Context: an optimization exercise on an open-source flow, tuned for small area, a short achievable clock period and few clock cycles. The choices shown serve that exercise and are no tape-out recipe. Power figures rest on the tool's default switching activity, not on a simulated workload.

==> inputs of job 8164 <==
// kronos_top
module kronos_top (
  input  logic        clk,
  input  logic        rstz,
  output logic [31:0] instr_addr,
  input  logic [31:0] instr_data,
  output logic        instr_req,
  input  logic        instr_ack,
  output logic [31:0] data_addr,
  input  logic [31:0] data_rd_data,
  output logic [31:0] data_wr_data,
  output logic [3:0]  data_mask,
  output logic        data_wr_en,
  output logic        data_req,
  input  logic        data_ack
);
clock: 10.0 ns
lec_check: 0
abc_clock_period_in_ps: 4500
cap_margin: 20
core_margin: 2
core_utilization: 45
place_density: 0.6
setup_slack_margin: 5
slew_margin: 20
run.sh (not shown) runs the stock make flow with config.mk's settings and CLKGATE_MAP_FILE= SYNTH_SCRIPT=/design/flow/synth_recipe.tcl, a recipe that flattens the netlist after the stock synthesis.
==> job 1715: changes against job 8164 <==
--- a/flow/design.v
+++ b/flow/design.v
@@ -105,36 +105,28 @@
   output logic        data_wr_en,
   output logic        data_req,
   input  logic        data_ack
 );
 logic [31:2] f_addr;      
 logic [31:2] d_pc;        
 logic [31:2] d_pc4;       
 logic        d_valid;     
-logic [31:2] d_nxt;       
-logic        d_pt;        
 logic        f_same;      
-logic        d_fresh;     
-logic [7:0]      bt_v;
-logic [7:0][2:0] bt_tag;
-logic [7:0][7:0] bt_tgt;
 logic        e_valid;
 logic [31:2] e_pc;
 logic [31:0] e_a, e_b, e_c;
 logic [4:0]  e_rd;
 logic        e_rdw;            
 logic [2:0]  e_f3;
 logic        e_sub, e_shl, e_sra;
 logic [2:0]  e_rsel;           
 logic        e_jal, e_jalr, e_br, e_load, e_store, e_csr, e_csr_we;
 logic        e_fencei, e_ecall, e_ebreak, e_mret, e_wfi, e_illegal, e_syscnt;
 logic        e_misjmp;         
-logic        e_pt;             
-logic        e_st2, e_tq;      
 logic        m_valid;
 logic [31:2] m_addr;
 logic [31:0] m_wdata;
 logic [3:0]  m_mask;
 logic        m_we;
 logic        m_rdw;            
 logic [4:0]  m_rd;
 logic [1:0]  m_ba;
@@ -184,20 +176,18 @@
     3'b110:  br_taken = ltu;
     default: br_taken = ~ltu;
   endcase
 end
 logic jump_taken, mis_jmp, mis_ldst, trap, mret_go, redirect, e_done, e_free;
 logic retire, m_free, m_take;
 logic [31:0] trap_cause, trap_value;
 logic [31:2] target;
-logic brwait;
-assign brwait   = e_valid & e_br & e_misjmp & ~e_st2;
 assign jump_taken = e_jal | e_jalr | (e_br & br_taken);
-assign mis_jmp  = (e_jal & e_misjmp) | (e_jalr & sum[1]) | (e_br & e_misjmp & e_st2 & e_tq);
+assign mis_jmp  = jump_taken & (e_jalr ? sum[1] : e_misjmp);
 assign mis_ldst = (e_load | e_store) &
                   ((e_f3[1:0] == 2'b10 && sum[1:0] != 2'b00) || (e_f3[1:0] == 2'b01 && sum[0]));
 assign trap     = e_valid & (e_illegal | mis_jmp | mis_ldst | e_ecall | e_ebreak);
 assign mret_go  = e_valid & e_mret;
 always_comb begin
   if (e_illegal) begin
     trap_cause = 32'd2;
     trap_value = e_c;
@@ -221,47 +211,27 @@
 end
 logic e_wb_en;
 assign m_free = ~m_valid | data_ack;
 always_comb begin
   if (!e_valid)                    e_done = 1'b0;
   else if (trap)                   e_done = 1'b1;
   else if (e_store)                e_done = m_free;
   else if (e_load)                 e_done = m_free;
-  else if (e_wfi | brwait)         e_done = 1'b0;
+  else if (e_wfi)                  e_done = 1'b0;
   else                             e_done = 1'b1;
 end
 assign e_free = ~e_valid | e_done;
 assign m_take = e_valid & (e_load | e_store) & ~trap & e_done;
-logic ctl_taken, tgt_ok;
-logic [31:2] e_pc1;
-assign ctl_taken = e_jal | (e_br & ~e_misjmp & br_taken);
-assign tgt_ok    = e_c[31:2] == d_pc;
-assign e_pc1     = e_pc + 30'd1;
-assign redirect = trap | mret_go |
-                  (e_valid & ~brwait & (e_fencei | e_jalr | (e_pt ? ~(ctl_taken & tgt_ok) : ctl_taken)));
-always_comb begin
-  if (trap)                        target = mtvec;
-  else if (e_mret)                 target = mepc;
-  else if (e_jalr)                 target = sum[31:2];
-  else if (ctl_taken | e_fencei)   target = e_c[31:2];
-  else                             target = e_pc1;
-end
-logic [2:0] e_idx;
-assign e_idx = e_pc[4:2];
-always_ff @(posedge clk) begin
-  if (~rstz) bt_v <= 8'b0;
-  else if (e_valid & ~trap & ctl_taken) bt_v[e_idx] <= 1'b1;
-  else if (e_valid & e_pt) bt_v[e_idx] <= 1'b0;
-end
-always_ff @(posedge clk) begin
-  if (e_valid & ctl_taken) begin
-    bt_tag[e_idx] <= e_pc[7:5];
-    bt_tgt[e_idx] <= e_c[9:2];
-  end
+assign redirect = trap | mret_go | (e_valid & (e_fencei | jump_taken));
+always_comb begin
+  if (trap)         target = mtvec;
+  else if (e_mret)  target = mepc;
+  else if (e_jalr)  target = sum[31:2];
+  else              target = e_c[31:2];
 end
 assign retire = e_valid & (trap ? e_syscnt : e_done);
 logic [31:0] st_data;
 logic [3:0]  st_mask;
 logic [1:0]  ba;
 assign ba = sum[1:0];
 always_comb begin
   case (ba)
@@ -323,32 +293,32 @@
     12'h300: begin csr_rdata[3] = mst_mie; csr_rdata[7] = mst_mpie; csr_rdata[12:11] = 2'b11; end
     12'h304: begin csr_rdata[3] = mie_msie; csr_rdata[7] = mie_mtie; csr_rdata[11] = mie_meie; end
     12'h305: csr_rdata = {mtvec, 2'b00};
     12'h340: csr_rdata = mscratch;
     12'h341: csr_rdata = {mepc, 2'b00};
     12'h342: csr_rdata = mcause;
     12'h343: csr_rdata = mtval;
     12'hB00: csr_rdata = mcycle[31:0];
-    12'hB02: csr_rdata = minstret_now[31:0];
+    12'hB02: csr_rdata = minstret[31:0];
     12'hB80: csr_rdata = mcycle[63:32];
-    12'hB82: csr_rdata = minstret_now[63:32];
+    12'hB82: csr_rdata = minstret[63:32];
     default: csr_rdata = 32'b0;
   endcase
 end
 always_comb begin
   case (e_f3[1:0])
     2'b10:   csr_wdata = csr_rdata | e_a;
     2'b11:   csr_wdata = csr_rdata & ~e_a;
     default: csr_wdata = e_a;
   endcase
 end
 assign csr_wen = e_valid & e_csr & e_csr_we;
 logic [31:0] e_wb_data;
-assign e_wb_en = e_valid & e_rdw & ~e_load & ~(e_jalr & sum[1]);
+assign e_wb_en = e_valid & e_rdw & ~e_load & ~trap;
 always_comb begin
   if (e_csr)       e_wb_data = csr_rdata;
   else if (e_jalr) e_wb_data = e_c;
   else             e_wb_data = alu_res;
 end
 logic        rf_we;
 logic [4:0]  rf_wa;
 logic [31:0] rf_wd;
@@ -467,98 +437,72 @@
   else if (is_sys)               d_b = {20'b0, ir[31:20]};
   else                           d_b = imm_i;
   if (d_illegal)                 d_c = ir;
   else if (is_store)             d_c = rv2;
   else if (is_br || is_jal)      d_c = pc_imm;
   else                           d_c = {d_pc4, 2'b00};
 end
 logic d_ok, adv, busy_next;
-logic [31:2] need_pc, need_pc4, need_nxt, dn4;
-logic        need_pt, nd_valid, nf_same, bt_hit;
-logic [2:0]  bt_i;
+logic [31:2] need_pc, need_pc4;
+logic        nd_valid, nf_same;
 assign instr_req  = 1'b1;
 assign instr_addr = {f_addr, 2'b00};
 assign d_ok = d_valid & instr_ack;
 assign adv  = d_ok & e_free & ~redirect & ~hazard;
 assign busy_next = adv & (is_load | is_store) & m_take;
-logic [31:2] nk;
-assign nk     = d_fresh ? d_pc : d_nxt;
-assign bt_i   = nk[4:2];
-assign bt_hit = bt_v[bt_i] && bt_tag[bt_i] == nk[7:5];
-assign dn4    = nk + 30'd1;
 always_comb begin
   if (redirect) begin
     need_pc  = target;
-    need_pc4 = d_pc4;
-    need_nxt = d_nxt;
-    need_pt  = 1'b0;
+    need_pc4 = target + 30'd1;
   end
-  else if (adv | d_fresh) begin
-    need_pc  = nk;
-    need_pc4 = dn4;
-    need_nxt = bt_hit ? {nk[31:10], bt_tgt[bt_i]} : dn4;
-    need_pt  = bt_hit;
+  else if (adv) begin
+    need_pc  = d_pc4;
+    need_pc4 = d_pc4 + 30'd1;
   end
   else begin
     need_pc  = d_pc;
     need_pc4 = d_pc4;
-    need_nxt = d_nxt;
-    need_pt  = d_pt;
   end
   nd_valid = ~redirect & (adv ? ~f_same : f_same);
   nf_same = ~nd_valid | busy_next;
 end
 always_ff @(posedge clk) begin
   if (~rstz) begin
     d_pc    <= 30'b0;
     d_pc4   <= 30'b1;
-    d_nxt   <= 30'b1;
-    d_pt    <= 1'b0;
-    d_fresh <= 1'b0;
     d_valid <= 1'b0;
     f_same  <= 1'b1;
     f_addr  <= 30'b0;
   end
   else begin
     d_pc    <= need_pc;
     d_pc4   <= need_pc4;
-    d_nxt   <= need_nxt;
-    d_pt    <= need_pt;
-    d_fresh <= redirect;
     d_valid <= nd_valid;
     f_same  <= nf_same;
-    f_addr  <= nf_same ? need_pc : need_nxt;
+    f_addr  <= nf_same ? need_pc : need_pc4;
   end
 end
 always_ff @(posedge clk) begin
   if (~rstz) e_valid <= 1'b0;
   else if (adv) e_valid <= 1'b1;
   else if (e_done) e_valid <= 1'b0;
 end
 logic e_en;
-assign e_en = ~e_valid | ~(e_wfi | brwait | ((e_load | e_store) & ~m_free));
-always_ff @(posedge clk) begin
-  if (~rstz) e_st2 <= 1'b0;
-  else if (brwait) e_st2 <= 1'b1;
-  else if (e_en) e_st2 <= 1'b0;
-end
-always_ff @(posedge clk) begin
-  if (brwait) e_tq <= br_taken;
-end
+assign e_en = ~e_valid | ~(e_wfi | ((e_load | e_store) & ~m_free));
 always_ff @(posedge clk) begin
   if (e_en) begin
     e_pc  <= d_pc;
     e_a   <= d_a;
     e_b   <= d_b;
     e_c   <= d_c;
     e_rd  <= rd;
     e_f3  <= f3;
     e_illegal <= d_illegal;
-    e_rdw <= ~d_illegal && rd != 5'd0 && ~(is_jal && ir[21]) &&
+    e_rdw <= ~d_illegal && rd != 5'd0 &&
              (is_lui || is_auipc || is_jal || is_jalr || is_opimm || is_op || is_load || d_csr);
     e_sub <= (is_op & f7[5] & (f3 == 3'b000)) | ((is_op | is_opimm) & (f3[2:1] == 2'b01)) | is_br;
     e_shl <= (is_op | is_opimm) & (f3 == 3'b001);
     e_sra <= (is_op | is_opimm) & f7[5];
     e_rsel <= (is_op | is_opimm) ? f3 : 3'b000;
     e_jal    <= ~d_illegal & is_jal;
     e_jalr   <= ~d_illegal & is_jalr;
     e_br     <= ~d_illegal & is_br;
@@ -568,50 +512,46 @@
     e_csr_we <= ~(~f3[2] && f3[1] && rs1 == 5'd0);
     e_fencei <= ~d_illegal & d_fencei;
     e_ecall  <= ~d_illegal & d_ecall;
     e_ebreak <= ~d_illegal & d_ebreak;
     e_mret   <= ~d_illegal & d_mret;
     e_wfi    <= ~d_illegal & d_wfi;
     e_syscnt <= is_sys & (f3[1:0] == 2'b00);
     e_misjmp <= is_jal ? ir[21] : ir[8];
-    e_pt     <= d_pt;
   end
 end
 logic wr_mcycle_l, wr_mcycle_h, wr_minstret_l, wr_minstret_h;
 assign wr_mcycle_l   = csr_wen && csr_addr == 12'hB00;
 assign wr_mcycle_h   = csr_wen && csr_addr == 12'hB80;
 assign wr_minstret_l = csr_wen && csr_addr == 12'hB02;
 assign wr_minstret_h = csr_wen && csr_addr == 12'hB82;
-logic        retire_q;
-logic [63:0] minstret_now, minstret_wr;
-assign minstret_now = retire_q ? minstret + 64'd1 : minstret;
-always_comb begin
-  minstret_wr = minstret_now;
-  if (wr_minstret_l) minstret_wr[31:0] = csr_wdata;
-  if (wr_minstret_h) minstret_wr[63:32] = csr_wdata;
+logic [63:0] minstret_base, minstret_inc;
+always_comb begin
+  minstret_base = minstret;
+  if (wr_minstret_l) minstret_base[31:0] = csr_wdata;
+  if (wr_minstret_h) minstret_base[63:32] = csr_wdata;
 end
+assign minstret_inc = minstret_base + 64'd1;
 always_ff @(posedge clk) begin
   if (~rstz) begin
     mst_mie <= 1'b0;
     mst_mpie <= 1'b0;
     mie_msie <= 1'b0;
     mie_mtie <= 1'b0;
     mie_meie <= 1'b0;
     mtvec <= 30'b0;
     mcycle <= 64'b0;
     minstret <= 64'b0;
-    retire_q <= 1'b0;
   end
   else begin
     if (wr_mcycle_l)      mcycle[31:0] <= csr_wdata;
     else if (wr_mcycle_h) mcycle[63:32] <= csr_wdata;
     else                  mcycle <= mcycle + 64'd1;
-    minstret <= (wr_minstret_l | wr_minstret_h) ? minstret_wr : minstret_now;
-    retire_q <= retire;
+    minstret <= retire ? minstret_inc : minstret_base;
     if (csr_wen && csr_addr == 12'h300) begin
       mst_mie <= csr_wdata[3];
       mst_mpie <= csr_wdata[7];
     end
     else if (trap) begin
       mst_mie <= 1'b0;
       mst_mpie <= mst_mie;
     end
==> out/results.txt <==
Inverters, non-clock: 170
power of the sequential group: 7790 uW
clock group power: 7020 uW
register area share after synthesis: 49.61%
Post-Synthesis Cell Area: 0.09373 mm^2
Syn Area/Cell: 11.90 um^2
status: no timing/DRC/antenna violations
commonest non-fill, non-tap cells in the layout: edfxtp_1 (1352), nand2_1 (672), mux4_2 (597), nor2_1 (520), a21oi_1 (476)
Area Growth Syn to Fin: 26.28%
Initial DRC Count: 13230
end point of the critical path: rf[188]$_DFFE_PP_
[end of results for job 1715]
==> out/results.txt <==
end point of the critical path: e_b[16]$_DFFE_PP_
status: no timing/DRC/antenna violations
Post-Synthesis Cell Area: 0.09922 mm^2
Initial DRC Count: 12610
commonest non-fill, non-tap cells in the layout: edfxtp_1 (1442), nand2_1 (833), mux4_2 (598), nor2_1 (548), a21oi_1 (485)
power of the sequential group: 8250 uW
[end of results for job 8164]
Function was not checked in any run of this note: the RTL went through the layout flow alone.

-- afterwards: timing with drivers on the ports --
In the flow no input, the clock included, has a driving cell. The finished layouts below were timed again as built, in two steps.
Step 1 assumes that a clkbuf_16 drives the clock port and a buf_2 every other input.
Step 2, shift: input delay + t, output delay - t, t = (earliest + latest rising clock arrival at the registers) / 2. This alone moves slack from input paths to output paths.
Slacks: no drivers / after step 1 / after step 2; pairs: no drivers / after step 1.
run | t (ns) | setup slack, ns | latest minus earliest clock arrival (ns) | worst register clock-pin slew, ns | cell pins on the clock port's net
job 8164 | 0.960 | 4.847 / 4.847 / 4.124 | 0.073 / 0.073 | 0.07 / 0.07 | 1
job 1715 | 0.943 | 4.636 / 4.636 / 3.928 | 0.091 / 0.091 | 0.07 / 0.07 | 1
After both steps setup and hold are still met in every run listed. For job 8164, which loses most, drivers alone change the setup slack by 0.000 ns; drivers and shift together by -0.723 ns.
